This design comes from an exercise in tuning for small area on the open sky130 flow, not from production work. In this exercise RTL edits were held to simulation tests only and were not proved equivalent to the original.

==> fjord: inputs <==
==> flow/design.v <==
module dline #(parameter W = 32, parameter N = 1) (clk, d, q);
  input          clk;
  input  [W-1:0] d;
  output [W-1:0] q;
  reg [W-1:0] r [0:N-1];
  integer i;
  always @(posedge clk) begin
    r[0] <= d;
    for (i = 1; i < N; i = i + 1)
      r[i] <= r[i-1];
  end
  assign q = r[N-1];
endmodule
module lzc24(x, n);
  input  [23:0] x;
  output reg [4:0] n;
  integer i;
  always @* begin
    n = 5'd24;
    for (i = 0; i < 24; i = i + 1)
      if (x[i]) n = 5'd23 - i[4:0];
  end
endmodule
module tzc24(x, n);
  input  [23:0] x;
  output reg [4:0] n;
  integer i;
  always @* begin
    n = 5'd24;
    for (i = 23; i >= 0; i = i - 1)
      if (x[i]) n = i[4:0];
  end
endmodule
module mul(a, b, z, up);
  input  [31:0] a, b;
  output [31:0] z;
  output        up;
  wire       s    = a[31] ^ b[31];
  wire [7:0] ea   = a[30:23];
  wire [7:0] eb   = b[30:23];
  wire       anz  = |ea;
  wire       bnz  = |eb;
  wire       amax = &ea;
  wire       bmax = &eb;
  wire       amz  = ~|a[22:0];
  wire       bmz  = ~|b[22:0];
  wire       nan  = (amax & ~amz) | (bmax & ~bmz) |
                    (amax & ~bnz & bmz) | (bmax & ~anz & amz);
  wire       inf  = amax | bmax;
  wire [23:0] ma = {anz, a[22:0]};
  wire [23:0] mb = {bnz, b[22:0]};
  wire [47:0] p  = ma * mb;
  wire [4:0] la, lb, ta, tb;
  lzc24 u_la(ma, la);
  lzc24 u_lb(mb, lb);
  tzc24 u_ta(ma, ta);
  tzc24 u_tb(mb, tb);
  wire [5:0] lza = {1'b0, la | lb};
  wire [5:0] tz  = ta + tb;
  wire signed [9:0] zb = $signed({2'b00, ea[7:1], ea[0] | ~anz}) +
                         $signed({2'b00, eb[7:1], eb[0] | ~bnz}) - 10'sd126;
  wire signed [9:0] zm1 = zb - 10'sd1;
  wire signed [9:0] lzs = $signed({4'b0000, lza});
  wire              lim = zm1 <= lzs;            
  wire signed [9:0] l0f = lim ? zm1 : lzs;       
  wire signed [6:0] l0  = (l0f < -10'sd31) ? -7'sd31 :
                          (l0f >  10'sd31) ?  7'sd31 : l0f[6:0];
  wire [5:0]        u   = 6'd31 - l0[5:0];       
  wire [109:0] w = {31'b0, p, 31'b0} >> u;
  wire [26:0]  q = w[47:21];
  wire extra = ~q[26] & ~lim;
  wire [23:0] m  = extra ? q[25:2] : q[26:3];
  wire        g  = extra ? q[1] : q[2];
  wire        r  = extra ? q[0] : q[1];
  wire signed [7:0] lowlim = 8'sd21 - {l0[6], l0};
  wire        st0 = ~lowlim[7] & ($signed({2'b00, tz}) < lowlim);
  wire        st = st0 | (~extra & q[0]);
  wire        rup = g & (r | st | m[0]);
  wire signed [9:0] e = zb - {{3{l0[6]}}, l0} - {9'b0, extra};
  wire ovf = e > 10'sd254;
  assign z  = nan         ? {s, 9'h1ff, 22'b0} :
              (inf | ovf) ? {s, 8'hff, 23'b0} :
                            {s, m[23] ? e[7:0] : 8'h00, m[22:0]};
  assign up = rup & ~(nan | inf | ovf);
endmodule
module add_align(x, y, sgn, nan, inf, eb, sum);
  input  [31:0] x, y;
  output        sgn, nan, inf;
  output [7:0]  eb;
  output [27:0] sum;
  wire       sx   = x[31];
  wire       sy   = y[31];
  wire       xmax = &x[30:23];
  wire       ymax = &y[30:23];
  wire       xmz  = ~|x[22:0];
  wire       ymz  = ~|y[22:0];
  wire       xn   = xmax & ~xmz;
  wire       yn   = ymax & ~ymz;
  wire       xi   = xmax & xmz;
  wire       yi   = ymax & ymz;
  wire [32:0] kx = xmax ? {10'b0000000001, x[22:0]} : {x[30:0], 2'b00};
  wire [32:0] ky = ymax ? {10'b0000000001, y[22:0]} : {y[30:0], 2'b00};
  wire xgt = kx > ky;
  wire tie = kx == ky;
  wire sdp = tie ? (sx & sy) : (xgt ? sx : sy);
  assign sgn = (xi & yi)  ? sy :
               (xi & ~yn) ? sx :
               (yi & ~xn) ? sy : sdp;
  assign nan = xn | yn | (xi & yi & (sx ^ sy));
  assign inf = xi | yi;
  wire [30:0] bg = xgt ? x[30:0] : y[30:0];
  wire [30:0] sm = xgt ? y[30:0] : x[30:0];
  wire        bnz = |bg[30:23];
  wire        snz = |sm[30:23];
  assign      eb  = {bg[30:24], bg[23] | ~bnz};
  wire [7:0]  es  = {sm[30:24], sm[23] | ~snz};
  wire [23:0] mb  = {bnz, bg[22:0]};
  wire [23:0] ms  = {snz, sm[22:0]};
  wire [7:0]  d   = eb - es;
  wire [4:0]  dd  = (d > 8'd31) ? 5'd31 : d[4:0];
  wire [26:0] sx3 = {ms, 3'b000};
  wire [26:0] sa  = sx3 >> dd;
  wire [26:0] lost = sx3 & ~({27{1'b1}} << dd);
  wire        stk = |lost;
  wire [27:0] bgx = {1'b0, mb, 3'b000};
  wire [27:0] smx = {1'b0, sa[26:1], sa[0] | stk};
  assign sum = (sx ^ sy) ? bgx - smx : bgx + smx;
endmodule
module add_round(sgn, nan, inf, eb, sum, z);
  input         sgn, nan, inf;
  input  [7:0]  eb;
  input  [27:0] sum;
  output [31:0] z;
  reg [4:0] lz;
  integer i;
  always @* begin
    lz = 5'd28;
    for (i = 0; i < 28; i = i + 1)
      if (sum[i]) lz = 5'd27 - i[4:0];
  end
  wire [4:0]  sh  = ({3'b000, lz} <= eb) ? lz : eb[4:0];
  wire [27:0] sn  = sum << sh;
  wire [23:0] m   = sn[27:4];
  wire        g   = sn[3];
  wire        r   = sn[2];
  wire        st  = sn[1] | sn[0];
  wire        up  = g & (r | st | m[0]);
  wire [8:0]  e   = {1'b0, eb} + 9'd1 - {4'b0, sh};
  wire        ovf = e[8] | (&e[7:0]);             
  wire [30:0] zu  = {m[23] ? e[7:0] : 8'h00, m[22:0]};
  wire [30:0] zr  = zu + {30'b0, up};
  assign z = nan         ? {sgn, 9'h1ff, 22'b0} :
             (inf | ovf) ? {sgn, 8'hff, 23'b0} :
                           {sgn, zr};
endmodule
module mac(clk, a, b, c, op, z);
  input         clk;
  input  [31:0] a;
  input  [31:0] b;
  input  [31:0] c;
  input         op;
  output [31:0] z;
  reg  [31:0] c1, c2, p2, r4;
  reg         u2;
  reg         sg3, nan3, inf3;
  reg  [7:0]  eb3;
  reg  [27:0] sum3;
  wire [31:0] pm;
  wire        pu;
  mul u_mul(a, b, pm, pu);
  wire [31:0] x = {p2[31], p2[30:0] + {30'b0, u2}};
  wire        sg, nan, inf;
  wire [7:0]  eb;
  wire [27:0] sum;
  add_align u_al(x, c2, sg, nan, inf, eb, sum);
  wire [31:0] s;
  add_round u_rd(sg3, nan3, inf3, eb3, sum3, s);
  always @(posedge clk) begin
    c1   <= {~op ^ c[31], c[30:0]};
    c2   <= c1;
    p2   <= pm;
    u2   <= pu;
    sg3  <= sg;
    nan3 <= nan;
    inf3 <= inf;
    eb3  <= eb;
    sum3 <= sum;
    r4   <= s;
  end
  dline #(32, 13) u_dl(clk, r4, z);
endmodule
==> flow/run.sh <==
#!/bin/bash
# synth_recipe.tcl (not shown) runs the flow's synth.tcl, then flattens the netlist and writes it again
# the make line also repeats each setting of config.mk as NAME=value (left out here)
make -C /OpenROAD-flow-scripts/flow DESIGN_CONFIG=/design/flow/config.mk WORK_HOME=/design/flow/orfs CLKGATE_MAP_FILE= SYNTH_SCRIPT=/design/flow/synth_recipe.tcl finish
==> flow/config.mk <==
export PLATFORM = sky130hd
export DESIGN_NAME = mac
export DESIGN_NICKNAME = mac
export VERILOG_FILES = /design/flow/design.v
export SDC_FILE = /design/flow/constraint.sdc
export NUM_CORES = 4
export LEC_CHECK = 0
export CAP_MARGIN = 0
export CORE_MARGIN = 2
export CORE_UTILIZATION = 60
export GPL_TIMING_DRIVEN = 0
export SLEW_MARGIN = 0
==> flow/constraint.sdc <==
create_clock -name core_clock -period 13.0 [get_ports {clk}]
set_input_delay 2.6000 -clock core_clock [delete_from_list [all_inputs] [get_ports {clk}]]
set_output_delay 2.6000 -clock core_clock [all_outputs]
set_load 0.01 [all_outputs]
==> tundra (differences from fjord) <==
CAP_MARGIN = 20   (was 0)
CORE_UTILIZATION = 40   (was 60)
GPL_TIMING_DRIVEN = not set   (was 0)
SLEW_MARGIN = 20   (was 0)
==> cedar (differences from fjord) <==
--- a/flow/design.v
+++ b/flow/design.v
@@ -32,8 +32,7 @@
   end
 endmodule
-module mul(a, b, z, up);
+module mul(a, b, z);
   input  [31:0] a, b;
   output [31:0] z;
-  output        up;
   wire       s    = a[31] ^ b[31];
   wire [7:0] ea   = a[30:23];
@@ -56,5 +55,5 @@
   tzc24 u_ta(ma, ta);
   tzc24 u_tb(mb, tb);
-  wire [5:0] lza = {1'b0, la | lb};
+  wire [5:0] lza = la + lb;
   wire [5:0] tz  = ta + tb;
   wire signed [9:0] zb = $signed({2'b00, ea[7:1], ea[0] | ~anz}) +
@@ -76,17 +75,16 @@
   wire        st0 = ~lowlim[7] & ($signed({2'b00, tz}) < lowlim);
   wire        st = st0 | (~extra & q[0]);
-  wire        rup = g & (r | st | m[0]);
-  wire signed [9:0] e = zb - {{3{l0[6]}}, l0} - {9'b0, extra};
+  wire        up = g & (r | st | m[0]);
+  wire [24:0] mr = {1'b0, m} + {24'b0, up};
+  wire [23:0] mant = {mr[24] | mr[23], mr[22:0]};
+  wire signed [9:0] e = zb - {{3{l0[6]}}, l0} - {9'b0, extra} + {9'b0, mr[24]};
   wire ovf = e > 10'sd254;
-  assign z  = nan         ? {s, 9'h1ff, 22'b0} :
-              (inf | ovf) ? {s, 8'hff, 23'b0} :
-                            {s, m[23] ? e[7:0] : 8'h00, m[22:0]};
-  assign up = rup & ~(nan | inf | ovf);
+  assign z = nan         ? {s, 9'h1ff, 22'b0} :
+             (inf | ovf) ? {s, 8'hff, 23'b0} :
+                           {s, mant[23] ? e[7:0] : 8'h00, mant[22:0]};
 endmodule
-module add_align(x, y, sgn, nan, inf, eb, sum);
+module add(x, y, z);
   input  [31:0] x, y;
-  output        sgn, nan, inf;
-  output [7:0]  eb;
-  output [27:0] sum;
+  output [31:0] z;
   wire       sx   = x[31];
   wire       sy   = y[31];
@@ -104,14 +102,14 @@
   wire tie = kx == ky;
   wire sdp = tie ? (sx & sy) : (xgt ? sx : sy);
-  assign sgn = (xi & yi)  ? sy :
-               (xi & ~yn) ? sx :
-               (yi & ~xn) ? sy : sdp;
-  assign nan = xn | yn | (xi & yi & (sx ^ sy));
-  assign inf = xi | yi;
+  wire sgn = (xi & yi)  ? sy :
+             (xi & ~yn) ? sx :
+             (yi & ~xn) ? sy : sdp;
+  wire nan = xn | yn | (xi & yi & (sx ^ sy));
+  wire inf = xi | yi;
   wire [30:0] bg = xgt ? x[30:0] : y[30:0];
   wire [30:0] sm = xgt ? y[30:0] : x[30:0];
   wire        bnz = |bg[30:23];
   wire        snz = |sm[30:23];
-  assign      eb  = {bg[30:24], bg[23] | ~bnz};
+  wire [7:0]  eb  = {bg[30:24], bg[23] | ~bnz};
   wire [7:0]  es  = {sm[30:24], sm[23] | ~snz};
   wire [23:0] mb  = {bnz, bg[22:0]};
@@ -125,11 +123,5 @@
   wire [27:0] bgx = {1'b0, mb, 3'b000};
   wire [27:0] smx = {1'b0, sa[26:1], sa[0] | stk};
-  assign sum = (sx ^ sy) ? bgx - smx : bgx + smx;
-endmodule
-module add_round(sgn, nan, inf, eb, sum, z);
-  input         sgn, nan, inf;
-  input  [7:0]  eb;
-  input  [27:0] sum;
-  output [31:0] z;
+  wire [27:0] sum = (sx ^ sy) ? bgx - smx : bgx + smx;
   reg [4:0] lz;
   integer i;
@@ -146,11 +138,11 @@
   wire        st  = sn[1] | sn[0];
   wire        up  = g & (r | st | m[0]);
-  wire [8:0]  e   = {1'b0, eb} + 9'd1 - {4'b0, sh};
-  wire        ovf = e[8] | (&e[7:0]);             
-  wire [30:0] zu  = {m[23] ? e[7:0] : 8'h00, m[22:0]};
-  wire [30:0] zr  = zu + {30'b0, up};
+  wire [24:0] mr  = {1'b0, m} + {24'b0, up};
+  wire [23:0] mant = {mr[24] | mr[23], mr[22:0]};
+  wire [9:0]  e   = {2'b00, eb} + 10'd1 - {5'b0, sh} + {9'b0, mr[24]};
+  wire        ovf = e > 10'd254;
   assign z = nan         ? {sgn, 9'h1ff, 22'b0} :
              (inf | ovf) ? {sgn, 8'hff, 23'b0} :
-                           {sgn, zr};
+                           {sgn, mant[23] ? e[7:0] : 8'h00, mant[22:0]};
 endmodule
 module mac(clk, a, b, c, op, z);
@@ -161,31 +153,13 @@
   input         op;
   output [31:0] z;
-  reg  [31:0] c1, c2, p2, r4;
-  reg         u2;
-  reg         sg3, nan3, inf3;
-  reg  [7:0]  eb3;
-  reg  [27:0] sum3;
-  wire [31:0] pm;
-  wire        pu;
-  mul u_mul(a, b, pm, pu);
-  wire [31:0] x = {p2[31], p2[30:0] + {30'b0, u2}};
-  wire        sg, nan, inf;
-  wire [7:0]  eb;
-  wire [27:0] sum;
-  add_align u_al(x, c2, sg, nan, inf, eb, sum);
-  wire [31:0] s;
-  add_round u_rd(sg3, nan3, inf3, eb3, sum3, s);
+  reg  [31:0] c1, c2, p2;
+  wire [31:0] pm, s;
+  mul u_mul(a, b, pm);
   always @(posedge clk) begin
-    c1   <= {~op ^ c[31], c[30:0]};
-    c2   <= c1;
-    p2   <= pm;
-    u2   <= pu;
-    sg3  <= sg;
-    nan3 <= nan;
-    inf3 <= inf;
-    eb3  <= eb;
-    sum3 <= sum;
-    r4   <= s;
+    c1 <= {~op ^ c[31], c[30:0]};
+    c2 <= c1;
+    p2 <= pm;
   end
-  dline #(32, 13) u_dl(clk, r4, z);
+  add u_add(p2, c2, s);
+  dline #(32, 15) u_dl(clk, s, z);
 endmodule
CAP_MARGIN = 20   (was 0)
CORE_UTILIZATION = 40   (was 60)
GPL_TIMING_DRIVEN = not set   (was 0)
SLEW_MARGIN = 20   (was 0)
==> results.txt <==
Max reg flops: tundra 416; fjord 416; cedar 480
Mux contribution to synthesized area: tundra 4.07%; fjord 4.07%; cedar 4.86%
Die Width: tundra 350 um; fjord 287 um; cedar 359 um
Outcome: tundra complete, no violations; fjord complete, but fails checks; cedar complete, but fails checks
Reasons for failing layout checks: tundra -; fjord capacitance limit, slew limit, setup timing; cedar setup timing
Total die area: tundra 0.123 mm^2; fjord 0.0823 mm^2; cedar 0.129 mm^2
Seq cells post-synth: tundra 584; fjord 584; cedar 576
Initial antenna violation count: tundra 2; fjord 12; cedar 3
Net count reported at finish: tundra 6,955; fjord 6,705; cedar 8,256
Proportion of final cell area spent on non-clock buffers: tundra 12.0%; fjord 8.31%; cedar 21.4%
Worst hold start: tundra r4[0]$_SDFF_PP0_; fjord u_dl.r[9][3]$_DFF_P_; cedar c1[30]$_DFF_P_
Startpoint of the worst setup timing path: tundra b[0]; fjord a[1]; cedar c2[23]$_DFF_P_
Worst-case clock skew: tundra 31.4 ps; fjord 22.8 ps; cedar 32.8 ps
Clock latency at the later pin of the worst-skew pair: tundra 620 ps; fjord 600 ps; cedar 630 ps
Post-Place Worst Slack: tundra -859 ps; fjord -3510 ps; cedar -4000 ps

[port drivers added, routing unchanged]
Ports are ideal in the flow. The routed layouts listed here were re-timed in OpenROAD.
Step 1 sets driving cells, clkbuf_16 on the clock port and buf_2 on the other inputs (assumed; they add their load-dependent delay and slew).
Step 2 times the ports against the registers' clock, not the clock port: input delays grow and output delays shrink by t, the midpoint of the rising clock arrivals with the driver on.
Slacks: ideal ports / drivers / drivers and shift; pairs: ideal ports / drivers.
run	shift t [ns]	setup slack, ns	worst setup path at the end
fjord	0.655	-0.237 / -0.211 / -0.867	input to register
tundra	0.661	0.411 / 0.422 / -0.239	input to register
cedar	0.683	-3.469 / -3.469 / -3.469	register to register
With both steps, setup timing fails in tundra, where it was met with ideal ports. For tundra, which loses most, drivers alone change the setup slack by +0.011 ns; drivers and shift together by -0.650 ns.
